This is an optimization exercise on Yosys and OpenROAD, whose aim is a short achievable clock period and few clock cycles, not a production implementation. In this exercise RTL edits were held to simulation tests only and were not proved equivalent to the original. The flow treats the clock pin as an ideal source, which a real chip does not have. Power is estimated from default activity; no workload was simulated.

==> run P: inputs <==
## t2b_riscv_cpu
module t2b_riscv_cpu (
    input clk, reset,
    input Ext_MemWrite,
    input [31:0] Ext_WriteData, Ext_DataAdr,
    input [31:0] Instr,
    output [31:0] PC,
    output MemWrite,
    output [31:0] WriteData, DataAdr, ReadData
);
export LEC_CHECK = 0
export ABC_CLOCK_PERIOD_IN_PS = 8000
export CAP_MARGIN = 20
export CELL_PAD_IN_SITES_GLOBAL_PLACEMENT = 1
export CORE_MARGIN = 2
export CORE_UTILIZATION = 40
export SLEW_MARGIN = 20
export SYNTH_HIERARCHICAL = 1
create_clock -name core_clock -period 19.5 [get_ports {clk}]
standard.sh (not shown) runs the stock make flow with config.mk's settings and CLKGATE_MAP_FILE= SYNTH_SCRIPT=/design/flow/synth_recipe.tcl, a recipe that flattens the netlist after the stock synthesis.
==> flow/flow/run.sh <==
#!/bin/bash
# Standard ORFS layout, with timing repair aimed well below the design's clock
# period (a setup margin), so the layout is optimised for the period it can
# actually reach; plain buffers rather than delay cells on the ports
# (hook.tcl); and the gates before the ReadData ports upsized before CTS
# (size.tcl). The SDC, the synthesis and every other step are the standard flow's own.
set -euo pipefail
MARGIN=${MARGIN:-10}
H=$PWD/flow/hook.tcl
bash standard.sh synth > make_synth.log 2>&1
bash standard.sh SETUP_SLACK_MARGIN=$MARGIN \
  POST_GLOBAL_PLACE_TCL=$H PRE_RESIZE_TCL=$H PRE_DETAIL_PLACE_TCL=$H \
  PRE_CTS_TCL=$PWD/flow/cts_hook.tcl PRE_GLOBAL_ROUTE_TCL=$H \
  finish > make_finish.log 2>&1
==> flow/flow/cts_hook.tcl <==
# Before CTS: the port buffer and delay cell hook, then the ReadData sizing.
source [file join [file dirname [info script]] hook.tcl]
source [file join [file dirname [info script]] size.tcl]
==> flow/flow/hook.tcl <==
# Timing repair hook (sourced before CTS and before global routing): keep
# the delay cells out of the repair, and give every port a plain buffer
# where the earlier steps left a delay cell on it.
set_dont_use [get_lib_cells {sky130_fd_sc_hd__clkdlybuf4s* sky130_fd_sc_hd__dlygate4sd* sky130_fd_sc_hd__dlymetal6s*}]
set n_swapped 0
foreach bterm [[ord::get_db_block] getBTerms] {
  set net [$bterm getNet]
  if {$net == "NULL"} { continue }
  foreach iterm [$net getITerms] {
    set inst [$iterm getInst]
    if {[regexp {dly} [[$inst getMaster] getName]]} {
      replace_cell [$inst getName] sky130_fd_sc_hd__buf_6
      incr n_swapped
    }
  }
}
puts "hook: swapped $n_swapped port buffers"
==> flow/flow/size.tcl <==
# Upsize the last gates before the ReadData ports (the external read path
# is the slowest path of the design): walk back from each ReadData port
# through up to six gates and give each the strongest cell of its footprint
# among the listed sizes.
proc my_driver_inst {net} {
  foreach it [$net getITerms] {
    if {[$it isOutputSignal]} { return [$it getInst] }
  }
  return "NULL"
}
proc my_upsize {inst} {
  set m [[$inst getMaster] getName]
  set up [dict create \
    sky130_fd_sc_hd__nand4_1 sky130_fd_sc_hd__nand4_4 \
    sky130_fd_sc_hd__nand4_2 sky130_fd_sc_hd__nand4_4 \
    sky130_fd_sc_hd__nor2_1 sky130_fd_sc_hd__nor2_4 \
    sky130_fd_sc_hd__nor2_2 sky130_fd_sc_hd__nor2_4 \
    sky130_fd_sc_hd__a22oi_1 sky130_fd_sc_hd__a22oi_2 \
    sky130_fd_sc_hd__buf_1 sky130_fd_sc_hd__buf_6 \
    sky130_fd_sc_hd__buf_2 sky130_fd_sc_hd__buf_6 \
    sky130_fd_sc_hd__buf_4 sky130_fd_sc_hd__buf_6]
  if {[dict exists $up $m]} {
    replace_cell [$inst getName] [dict get $up $m]
    return 1
  }
  return 0
}
set n_up 0
set block [ord::get_db_block]
for {set b 0} {$b < 32} {incr b} {
  set bt [$block findBTerm "ReadData\[$b\]"]
  set frontier [list [my_driver_inst [$bt getNet]]]
  for {set lvl 0} {$lvl < 6} {incr lvl} {
    set next {}
    foreach inst $frontier {
      if {$inst == "NULL"} { continue }
      incr n_up [my_upsize $inst]
      foreach it [$inst getITerms] {
        if {[$it isInputSignal]} {
          set net [$it getNet]
          if {$net == "NULL"} { continue }
          set d [my_driver_inst $net]
          if {$d != "NULL" && ![[$d getMaster] isSequential]} { lappend next $d }
        }
      }
    }
    set frontier $next
  }
}
puts "size: upsized $n_up gates on the ReadData paths"
==> inputs of run Z, as changes to run P <==
--- a/flow/design.v
+++ b/flow/design.v
@@ -14,11 +14,10 @@
 reg        e_st;        
 reg        e_ld;        
 reg [4:0]  e_rd;
 reg [31:0] e_a, e_b;    
 reg [31:0] e_sd;        
-reg [31:0] e_ad;        
 reg [2:0]  e_f3;
 reg [2:0]  e_op;        
 reg        e_alt;       
 localparam OP_ADD = 3'd0, OP_SLL = 3'd1, OP_SLT = 3'd2, OP_SLTU = 3'd3,
            OP_XOR = 3'd4, OP_SR  = 3'd5, OP_OR  = 3'd6, OP_AND  = 3'd7;
@@ -36,11 +35,11 @@
         OP_SR:   alu_out = e_alt ? sra : srl;
         OP_OR:   alu_out = e_a | e_b;
         default: alu_out = e_a & e_b;
     endcase
 end
-wire [31:0] mword = dmem[e_ad[7:2]];
+wire [31:0] mword = dmem[sum[7:2]];
 reg  [31:0] ldata;
 always @(*) begin
     case (e_f3)
         3'b000:  ldata = {{24{mword[7]}}, mword[7:0]};
         3'b001:  ldata = {{16{mword[15]}}, mword[15:0]};
@@ -57,44 +56,22 @@
         2'b01:   sdata = {16'b0, e_sd[15:0]};
         default: sdata = e_sd;
     endcase
 end
 assign MemWrite  = e_st;
-assign DataAdr   = e_ad;
+assign DataAdr   = sum;
 assign WriteData = sdata;
 always @(posedge clk) begin
     if (e_wen) rf[e_rd] <= e_res;
 end
 wire       m_we   = reset ? Ext_MemWrite : e_st;
-wire [5:0] m_adr  = reset ? Ext_DataAdr[7:2] : e_ad[7:2];
+wire [5:0] m_adr  = reset ? Ext_DataAdr[7:2] : sum[7:2];
 wire [31:0] m_dat = reset ? Ext_WriteData : sdata;
 always @(posedge clk) begin
     if (m_we) dmem[m_adr] <= m_dat;
 end
-reg [63:0] rsel;
-integer k;
-always @(*) begin
-    for (k = 0; k < 64; k = k + 1) rsel[k] = Ext_DataAdr[7:2] == k;
-end
-genvar gb, gj;
-generate
-    for (gb = 0; gb < 32; gb = gb + 1) begin : rd_bit
-        wire [31:0] n1;
-        wire [7:0]  p2;
-        wire [3:0]  n3;
-        for (gj = 0; gj < 32; gj = gj + 1) begin : l1
-            g_aoi22 g (rsel[2*gj], dmem[2*gj][gb], rsel[2*gj+1], dmem[2*gj+1][gb], n1[gj]);
-        end
-        for (gj = 0; gj < 8; gj = gj + 1) begin : l2
-            g_nand4 g (n1[4*gj], n1[4*gj+1], n1[4*gj+2], n1[4*gj+3], p2[gj]);
-        end
-        for (gj = 0; gj < 4; gj = gj + 1) begin : l3
-            g_nor2 g (p2[2*gj], p2[2*gj+1], n3[gj]);
-        end
-        g_nand4 l4 (n3[0], n3[1], n3[2], n3[3], ReadData[gb]);
-    end
-endgenerate
+assign ReadData = dmem[Ext_DataAdr[7:2]];
 wire [6:0] op  = Instr[6:0];
 wire [2:0] f3  = Instr[14:12];
 wire [4:0] rs1 = Instr[19:15];
 wire [4:0] rs2 = Instr[24:20];
 wire [4:0] rd  = Instr[11:7];
@@ -131,11 +108,10 @@
 end
 wire [31:0] pc4      = pc + 32'd4;
 wire [31:0] pc_br    = pc + imm_b;
 wire [31:0] pc_jal   = pc + imm_j;
 wire [31:0] pc_jalr  = r1 + imm_i;
-wire [31:0] ea       = r1 + (is_st ? imm_s : imm_i);
 wire [31:0] pc_next  = is_jal ? pc_jal :
                        is_jalr ? pc_jalr :
                        (is_br && taken) ? pc_br : pc4;
 reg        d_wen;
 reg [2:0]  d_op;
@@ -175,21 +151,11 @@
 always @(posedge clk) begin
     e_rd  <= rd;
     e_a   <= d_a;
     e_b   <= d_b;
     e_sd  <= r2;
-    e_ad  <= ea;
     e_f3  <= f3;
     e_op  <= d_op;
     e_alt <= d_alt;
 end
 assign PC = pc;
 endmodule
-module g_aoi22 (input a1, a2, b1, b2, output y);
-assign y = ~((a1 & a2) | (b1 & b2));
-endmodule
-module g_nand4 (input a, b, c, d, output y);
-assign y = ~(a & b & c & d);
-endmodule
-module g_nor2 (input a, b, output y);
-assign y = ~(a | b);
-endmodule
==> flow/run.sh (new file) <==
#!/bin/bash
# synth_recipe.tcl (not shown) runs the flow's synth.tcl, then flattens the netlist and writes it again
# the make line also repeats each setting of config.mk as NAME=value (left out here)
make -C /OpenROAD-flow-scripts/flow DESIGN_CONFIG=/design/flow/config.mk WORK_HOME=/design/flow/orfs CLKGATE_MAP_FILE= SYNTH_SCRIPT=/design/flow/synth_recipe.tcl finish
Settings changed: ABC_CLOCK_PERIOD_IN_PS 8000 to unset, CELL_PAD_IN_SITES_GLOBAL_PLACEMENT 1 to unset, SYNTH_HIERARCHICAL 1 to unset.
removed: flow/flow/run.sh
removed: flow/flow/cts_hook.tcl
removed: flow/flow/hook.tcl
removed: flow/flow/size.tcl
removed: flow/standard.sh
==> comparison <==
In run Z the hold slack is higher than in run P, by 0.060 ns. Of run Z and run P, run P has the higher clock power (gap about 4.5%, measured against run P). Synthesized cell count: run Z is smaller than run P (5.6%). Against run Z, the utilization of run P is higher by 3.1 points.
Testbench counts of run P, summed over its fixed seeds: cycles 52,239.
Testbench counts of run Z, summed over its fixed seeds: cycles 52,239.

-- static timing again, ports no longer ideal --
The flow's constraints put no driver on any port. The routed layouts listed below were extracted and timed again, unchanged, in two steps.
Step 1, drivers: a clkbuf_16 drives clk and a buf_2 each remaining input, both assumed.
Step 2 moves the port delays by t, midway between the first and last clock arrival at a register: inputs arrive t later, outputs are due t later. That takes back most of the time a late clock gives input paths.
Slacks: ideal / step 1 / step 2; pairs: ideal / step 1.
run | t (ns) | slack for setup (ns) | worst setup path at the end | worst slew at a driven data input, ns | pins driven straight from the clock port
run P | 1.055 | 9.631 / 9.473 / 8.981 | input to register | 0.20 | 1
run Z | 1.054 | 6.940 / 6.891 / 6.891 | input to output | 0.15 | 1
After both steps setup and hold are still met in every run listed. For run P, which loses most, drivers alone change the setup slack by -0.158 ns; drivers and shift together by -0.650 ns.
